This design comes from an exercise in tuning for small area on the open sky130 flow, not from production work.
Only simulation tests tie the RTL to the original design; equivalence was not proved.
No driver is modelled on the clock port, so clocking that relies on it looks cheaper here than on a real chip.
No activity file was given, so power comes from the tool's default toggle rates.

== JK ==
==> flow/design.v <==
module apb_master (clk, rst, sel, addr_in, latch, acc, sel_port);
  input clk;
  input rst;
  input sel;
  input [11:0] addr_in;
  output latch;
  output acc;
  output reg [2:0] sel_port;
  reg [2:0] t;
  reg m;
  wire idle_hold = ~t[2] & ~t[1] & ~t[0] & ~sel;
  wire stuck     = t[2] & t[1] & ~t[0] & ~m & ~sel;    
  always @(posedge clk or negedge rst)
    if (!rst) begin
      t <= 3'b000;
      m <= 1'b0;
    end else begin
      if (!idle_hold)
        t <= {t[1] & ~stuck, t[0] | stuck, ~t[2]};
      m <= (t[1] | t[0]) & (m | sel);
    end
  assign latch = ~m;
  assign acc   = t[2] & t[1] & ~t[0];
  always @(posedge clk)
    if (latch)
      sel_port <= addr_in[10:8];
endmodule
module apb_slave (clk, acc, sel_port, wr_in, addr_in, data_in,
  wr_out1,addr_out1,data_out1,wr_out2,addr_out2,data_out2,
  wr_out3,addr_out3,data_out3,wr_out4,addr_out4,data_out4,
  wr_out5,addr_out5,data_out5,wr_out6,addr_out6,data_out6,
  psel1,psel2,psel3,psel4,psel5,psel6);
  input clk;
  input acc;
  input [2:0] sel_port;
  input wr_in;
  input [11:0] addr_in;
  input [31:0] data_in;
  output wr_out1,wr_out2,wr_out3,wr_out4,wr_out5,wr_out6;
  output [11:0] addr_out1,addr_out2,addr_out3,addr_out4,addr_out5,addr_out6;
  output [31:0] data_out1,data_out2,data_out3,data_out4,data_out5,data_out6;
  output psel1,psel2,psel3,psel4,psel5,psel6;
  reg [2:0]  port;
  reg [44:0] xfer;    
  always @(posedge clk)
    if (acc) begin
      port <= sel_port;
      xfer <= {wr_in, addr_in, data_in};
    end
  assign psel1 = (port == 3'b010);
  assign psel2 = (port == 3'b011);
  assign psel3 = (port == 3'b100);
  assign psel4 = (port == 3'b101);
  assign psel5 = (port == 3'b110);
  assign psel6 = (port == 3'b111);
  assign {wr_out1, addr_out1, data_out1} = xfer & {45{psel1}};
  assign {wr_out2, addr_out2, data_out2} = xfer & {45{psel2}};
  assign {wr_out3, addr_out3, data_out3} = xfer & {45{psel3}};
  assign {wr_out4, addr_out4, data_out4} = xfer & {45{psel4}};
  assign {wr_out5, addr_out5, data_out5} = xfer & {45{psel5}};
  assign {wr_out6, addr_out6, data_out6} = xfer & {45{psel6}};
endmodule
module top (clk,rst,addr_in,wr_in,sel,data_in,
  wr_out1,addr_out1,data_out1,wr_out2,addr_out2,data_out2,
  wr_out3,addr_out3,data_out3,wr_out4,addr_out4,data_out4,
  wr_out5,addr_out5,data_out5,wr_out6,addr_out6,data_out6,
  psel1,psel2,psel3,psel4,psel5,psel6);
  input clk;
  input rst;
  input [11:0] addr_in;
  input wr_in;  
  input sel;
  input [31:0] data_in;
  output wr_out1,wr_out2,wr_out3,wr_out4,wr_out5,wr_out6;
  output [11:0] addr_out1,addr_out2,addr_out3,addr_out4,addr_out5,addr_out6;
  output [31:0] data_out1,data_out2,data_out3,data_out4,data_out5,data_out6;
  output psel1,psel2,psel3,psel4,psel5,psel6 ;
  wire latch, acc;
  wire [2:0] sel_port;
  apb_master apb_m (.clk(clk), .rst(rst), .sel(sel), .addr_in(addr_in),
                    .latch(latch), .acc(acc), .sel_port(sel_port));
  apb_slave apb_s (clk, acc, sel_port, wr_in, addr_in, data_in,
        wr_out1,addr_out1,data_out1,wr_out2,addr_out2,data_out2,
        wr_out3,addr_out3,data_out3,wr_out4,addr_out4,data_out4,
        wr_out5,addr_out5,data_out5,wr_out6,addr_out6,data_out6,
        psel1,psel2,psel3,psel4,psel5,psel6);
endmodule
==> flow/config.mk <==
export PLATFORM = sky130hd
export DESIGN_NAME = top
export DESIGN_NICKNAME = top
export VERILOG_FILES = /design/flow/design.v
export SDC_FILE = /design/flow/constraint.sdc
export NUM_CORES = 4
export LEC_CHECK = 0
export ABC_AREA = 1
export CAP_MARGIN = 0
export CORE_MARGIN = 2
export CORE_UTILIZATION = 40
export SLEW_MARGIN = 0
==> flow/constraint.sdc <==
create_clock -name core_clock -period 5.0 [get_ports {clk}]
set_input_delay 1.0000 -clock core_clock [delete_from_list [all_inputs] [get_ports {clk}]]
set_output_delay 1.0000 -clock core_clock [all_outputs]
set_load 0.01 [all_outputs]
standard.sh (not shown) runs the stock make flow with config.mk's settings and CLKGATE_MAP_FILE= SYNTH_SCRIPT=/design/flow/synth_recipe.tcl, a recipe that flattens the netlist after the stock synthesis.
==> flow/flow/run.sh <==
#!/bin/bash
# The standard layout (standard.sh: unchanged synthesis and ORFS steps),
# with these changes, made through ORFS's own variables and step hooks:
#  - port buffers are the smallest buffer cell (buf_1), not the cell
#    buffer_ports picks by default;
#  - the clock tree is built by clocktree.tcl (a small root buffer on the
#    clock port feeding two leaf buffers); TritonCTS is then pointed at the clock port's net, which
#    only feeds those buffers, so it adds nothing. The rest of the CTS step
#    (legalisation, timing repair) runs as usual.
set -o pipefail
here=$(cd "$(dirname "$0")" && pwd)
export BUFFER_PORTS_ARGS="-buffer_cell sky130_fd_sc_hd__buf_1"
export PRE_CTS_TCL=$here/clocktree.tcl
export CLK_LEAF_CELL=sky130_fd_sc_hd__buf_12
export CLK_NLEAF=2
export CLK_ROOT_CELL=sky130_fd_sc_hd__clkbuf_1
export CTS_ARGS="-dont_use_dummy_load -clk_nets clk"
bash standard.sh > standard.log 2>&1
==> flow/flow/clocktree.tcl <==
# Clock tree by hand, in place of TritonCTS's: the clock port drives one
# small root buffer, which drives NLEAF leaf clock buffers; the registers
# are split among the leaves by position (k-means on their locations), each
# leaf placed at its cluster's centre and the root at the leaves' centre.
set block [ord::get_db_block]
set db [ord::get_db]
set clknet [$block findNet clk]
set leafcell $::env(CLK_LEAF_CELL)
set nleaf $::env(CLK_NLEAF)
set sinks {}
foreach it [$clknet getITerms] {
  set bb [[$it getInst] getBBox]
  lappend sinks [list $it [expr {([$bb xMin]+[$bb xMax])/2.0}] [expr {([$bb yMin]+[$bb yMax])/2.0}]]
}
set n [llength $sinks]
set sorted [lsort -real -index 1 $sinks]
set cx {}; set cy {}
for {set k 0} {$k < $nleaf} {incr k} {
  set s [lindex $sorted [expr {int(($k + 0.5) * $n / $nleaf)}]]
  lappend cx [lindex $s 1]; lappend cy [lindex $s 2]
}
for {set iter 0} {$iter < 50} {incr iter} {
  set assign {}
  foreach s $sinks {
    set best 0; set bd 1e30
    for {set k 0} {$k < $nleaf} {incr k} {
      set d [expr {abs([lindex $s 1]-[lindex $cx $k]) + abs([lindex $s 2]-[lindex $cy $k])}]
      if {$d < $bd} {set bd $d; set best $k}
    }
    lappend assign $best
  }
  set nx {}; set ny {}
  for {set k 0} {$k < $nleaf} {incr k} {
    set sx 0; set sy 0; set c 0
    foreach s $sinks a $assign {
      if {$a == $k} { set sx [expr {$sx+[lindex $s 1]}]; set sy [expr {$sy+[lindex $s 2]}]; incr c }
    }
    if {$c > 0} { lappend nx [expr {$sx/$c}]; lappend ny [expr {$sy/$c}] } else { lappend nx [lindex $cx $k]; lappend ny [lindex $cy $k] }
  }
  set cx $nx; set cy $ny
}
set root [odb::dbInst_create $block [$db findMaster $::env(CLK_ROOT_CELL)] clkbuf_root]
set rootnet [odb::dbNet_create $block clknet_root]
$rootnet setSigType CLOCK
[$root findITerm A] connect $clknet
[$root findITerm X] connect $rootnet
set rx 0; set ry 0
for {set k 0} {$k < $nleaf} {incr k} {
  set leaf [odb::dbInst_create $block [$db findMaster $leafcell] clkbuf_leaf_$k]
  set net [odb::dbNet_create $block clknet_leaf_$k]
  $net setSigType CLOCK
  [$leaf findITerm A] connect $rootnet
  [$leaf findITerm X] connect $net
  set c 0
  foreach s $sinks a $assign {
    if {$a == $k} { set it [lindex $s 0]; $it disconnect; $it connect $net; incr c }
  }
  $leaf setLocation [expr {int([lindex $cx $k])}] [expr {int([lindex $cy $k])}]
  $leaf setPlacementStatus PLACED
  set rx [expr {$rx + [lindex $cx $k]}]; set ry [expr {$ry + [lindex $cy $k]}]
  puts "clock tree: leaf $k, $leafcell, $c registers"
}
$root setLocation [expr {int($rx/$nleaf)}] [expr {int($ry/$nleaf)}]
$root setPlacementStatus PLACED
set_propagated_clock [all_clocks]
> inputs changed (JK -> MS)
--- a/flow/flow/run.sh
+++ b/flow/flow/run.sh
@@ -6,2 +6,4 @@
-#  - the clock tree is built by clocktree.tcl (a small root buffer on the
-#    clock port feeding two leaf buffers); TritonCTS is then pointed at the clock port's net, which
+#  - before repair_design, combinational cells are set to their smallest
+#    drive strength (downsize.tcl), and repair_design sizes up what it needs;
+#  - the clock tree is built by clocktree.tcl (two clock buffers fed by the
+#    clock port); TritonCTS is then pointed at the clock port's net, which
@@ -12,0 +15 @@
+export PRE_RESIZE_TCL=$here/downsize.tcl
@@ -14 +17 @@
-export CLK_LEAF_CELL=sky130_fd_sc_hd__buf_12
+export CLK_LEAF_CELL=sky130_fd_sc_hd__clkbuf_16
@@ -16 +18,0 @@
-export CLK_ROOT_CELL=sky130_fd_sc_hd__clkbuf_1
--- a/flow/flow/clocktree.tcl
+++ b/flow/flow/clocktree.tcl
@@ -1,4 +0,0 @@
-# Clock tree by hand, in place of TritonCTS's: the clock port drives one
-# small root buffer, which drives NLEAF leaf clock buffers; the registers
-# are split among the leaves by position (k-means on their locations), each
-# leaf placed at its cluster's centre and the root at the leaves' centre.
@@ -42,6 +37,0 @@
-set root [odb::dbInst_create $block [$db findMaster $::env(CLK_ROOT_CELL)] clkbuf_root]
-set rootnet [odb::dbNet_create $block clknet_root]
-$rootnet setSigType CLOCK
-[$root findITerm A] connect $clknet
-[$root findITerm X] connect $rootnet
-set rx 0; set ry 0
@@ -52 +42 @@
-  [$leaf findITerm A] connect $rootnet
+  [$leaf findITerm A] connect $clknet
@@ -60 +49,0 @@
-  set rx [expr {$rx + [lindex $cx $k]}]; set ry [expr {$ry + [lindex $cy $k]}]
@@ -63,2 +51,0 @@
-$root setLocation [expr {int($rx/$nleaf)}] [expr {int($ry/$nleaf)}]
-$root setPlacementStatus PLACED
==> flow/flow/downsize.tcl (new file) <==
# Before repair_design: give every combinational cell its smallest drive
# strength (same function and pins), so that only the nets that need it
# are sized up or buffered again by repair_design.
set n 0
set saved 0.0
foreach inst [get_cells *] {
  set lc [get_lib_cells -of_objects $inst]
  set name [get_name $lc]
  if {![regexp {^(sky130_fd_sc_hd__[a-z0-9]+)_([0-9]+)$} $name -> base drive]} { continue }
  if {[regexp {df|edf|sdf|dl|tap|fill|decap|conb|clkbuf|clkinv} $base]} { continue }
  set best $name
  set barea [get_property $lc area]
  foreach d {0 1 2} {
    set cand [get_lib_cells -quiet */${base}_$d]
    if {$cand eq "" || [get_property $cand dont_use]} { continue }
    set a [get_property $cand area]
    if {$a < $barea} { set best [get_name $cand]; set barea $a }
  }
  if {$best ne $name} {
    set saved [expr {$saved + [get_property $lc area] - $barea}]
    replace_cell $inst [get_lib_cells */$best]
    incr n
  }
}
puts "downsize: $n cells to a smaller drive, [format %.1f $saved] um2"
Notes after the runs:
The flow ran to completion for all of MS and JK but MS, which stopped partway.
Placer congestion estimate came out exactly the same in MS and JK.
Taking JK as the reference, in MS synthesized cell count flat; sequential cell area fraction in the yosys report did not really move.
Count of buffers inserted at the top-level ports: MS vs JK identical
What AL does differently from MS at the input level:
--- a/flow/flow/run.sh
+++ b/flow/flow/run.sh
@@ -6,4 +6,2 @@
-#  - before repair_design, combinational cells are set to their smallest
-#    drive strength (downsize.tcl), and repair_design sizes up what it needs;
-#  - the clock tree is built by clocktree.tcl (two clock buffers fed by the
-#    clock port); TritonCTS is then pointed at the clock port's net, which
+#  - the clock tree is built by clocktree.tcl (a small root buffer on the
+#    clock port feeding two leaf clock buffers); TritonCTS is then pointed at the clock port's net, which
@@ -15 +12,0 @@
-export PRE_RESIZE_TCL=$here/downsize.tcl
@@ -18,0 +16 @@
+export CLK_ROOT_CELL=sky130_fd_sc_hd__clkbuf_1
--- a/flow/flow/clocktree.tcl
+++ b/flow/flow/clocktree.tcl
@@ -0,0 +1,4 @@
+# Clock tree by hand, in place of TritonCTS's: the clock port drives one
+# small root buffer, which drives NLEAF leaf clock buffers; the registers
+# are split among the leaves by position (k-means on their locations), each
+# leaf placed at its cluster's centre and the root at the leaves' centre.
@@ -37,0 +42,6 @@
+set root [odb::dbInst_create $block [$db findMaster $::env(CLK_ROOT_CELL)] clkbuf_root]
+set rootnet [odb::dbNet_create $block clknet_root]
+$rootnet setSigType CLOCK
+[$root findITerm A] connect $clknet
+[$root findITerm X] connect $rootnet
+set rx 0; set ry 0
@@ -42 +52 @@
-  [$leaf findITerm A] connect $clknet
+  [$leaf findITerm A] connect $rootnet
@@ -49,0 +60 @@
+  set rx [expr {$rx + [lindex $cx $k]}]; set ry [expr {$ry + [lindex $cy $k]}]
@@ -51,0 +63,2 @@
+$root setLocation [expr {int($rx/$nleaf)}] [expr {int($ry/$nleaf)}]
+$root setPlacementStatus PLACED
removed: flow/flow/downsize.tcl
Findings:
AL finished every stage and its layout cleared the timing, design-rule and antenna checks. Re fraction of registers with async set/reset: no difference whatsoever between AL and MS. Comparing MS against AL, there is no change at all in net count after synthesis. From MS to AL, cell area after synthesis did not move at all. Diff MS..AL | simple-gate area share of the yosys netlist | unchanged. AL vs. MS: flip-flop and latch count after synthesis ~0 delta, width of the die did not really move, portion of the post-synthesis area used by sequential elements held steady, post-synthesis instance total barely changed.
## Diff of input files: TR against AL
--- a/flow/flow/run.sh
+++ b/flow/flow/run.sh
@@ -7 +7 @@
-#    clock port feeding two leaf clock buffers); TritonCTS is then pointed at the clock port's net, which
+#    clock port feeding three leaf buffers); TritonCTS is then pointed at the clock port's net, which
@@ -14,2 +14,2 @@
-export CLK_LEAF_CELL=sky130_fd_sc_hd__clkbuf_16
-export CLK_NLEAF=2
+export CLK_LEAF_CELL=sky130_fd_sc_hd__buf_8
+export CLK_NLEAF=3
Findings:
As far as post-synthesis net count goes, AL and TR are indistinguishable; the numbers are identical. Compared TR against AL; routed wire length within noise. Against AL, TR reports a arrival time reported for the critical path endpoint that is higher. TR -> AL: design area flat. Of TR and AL, it is TR that has the higher power dissipated by switching net loads. On number of nets in the finished design, AL tracks TR almost exactly.

-- port drivers added, routing unchanged --
In the flow no input, the clock included, has a driving cell. The finished layouts below were timed again as built, in two steps. Step 1: set_driving_cell puts a clkbuf_16 on clk and a buf_2 on each other input, an assumption about the parent block. Step 2, shift: input delay + t, output delay - t, t = (earliest + latest rising clock arrival at the registers) / 2. This alone moves slack from input paths to output paths. Slacks: ideal / step 1 / step 2; pairs: ideal / step 1.
| run | shift t [ns] | slack for setup (ns) | worst slew at a driven data input, ns |
|---|---|---|---|
| JK | 0.465 | 1.559 / 1.528 / 1.993 | 0.08 |
| AL | 0.480 | 1.539 / 1.507 / 1.987 | 0.08 |
| TR | 0.558 | 1.460 / 1.429 / 1.987 | 0.08 |
After both steps every run listed still meets setup and hold.
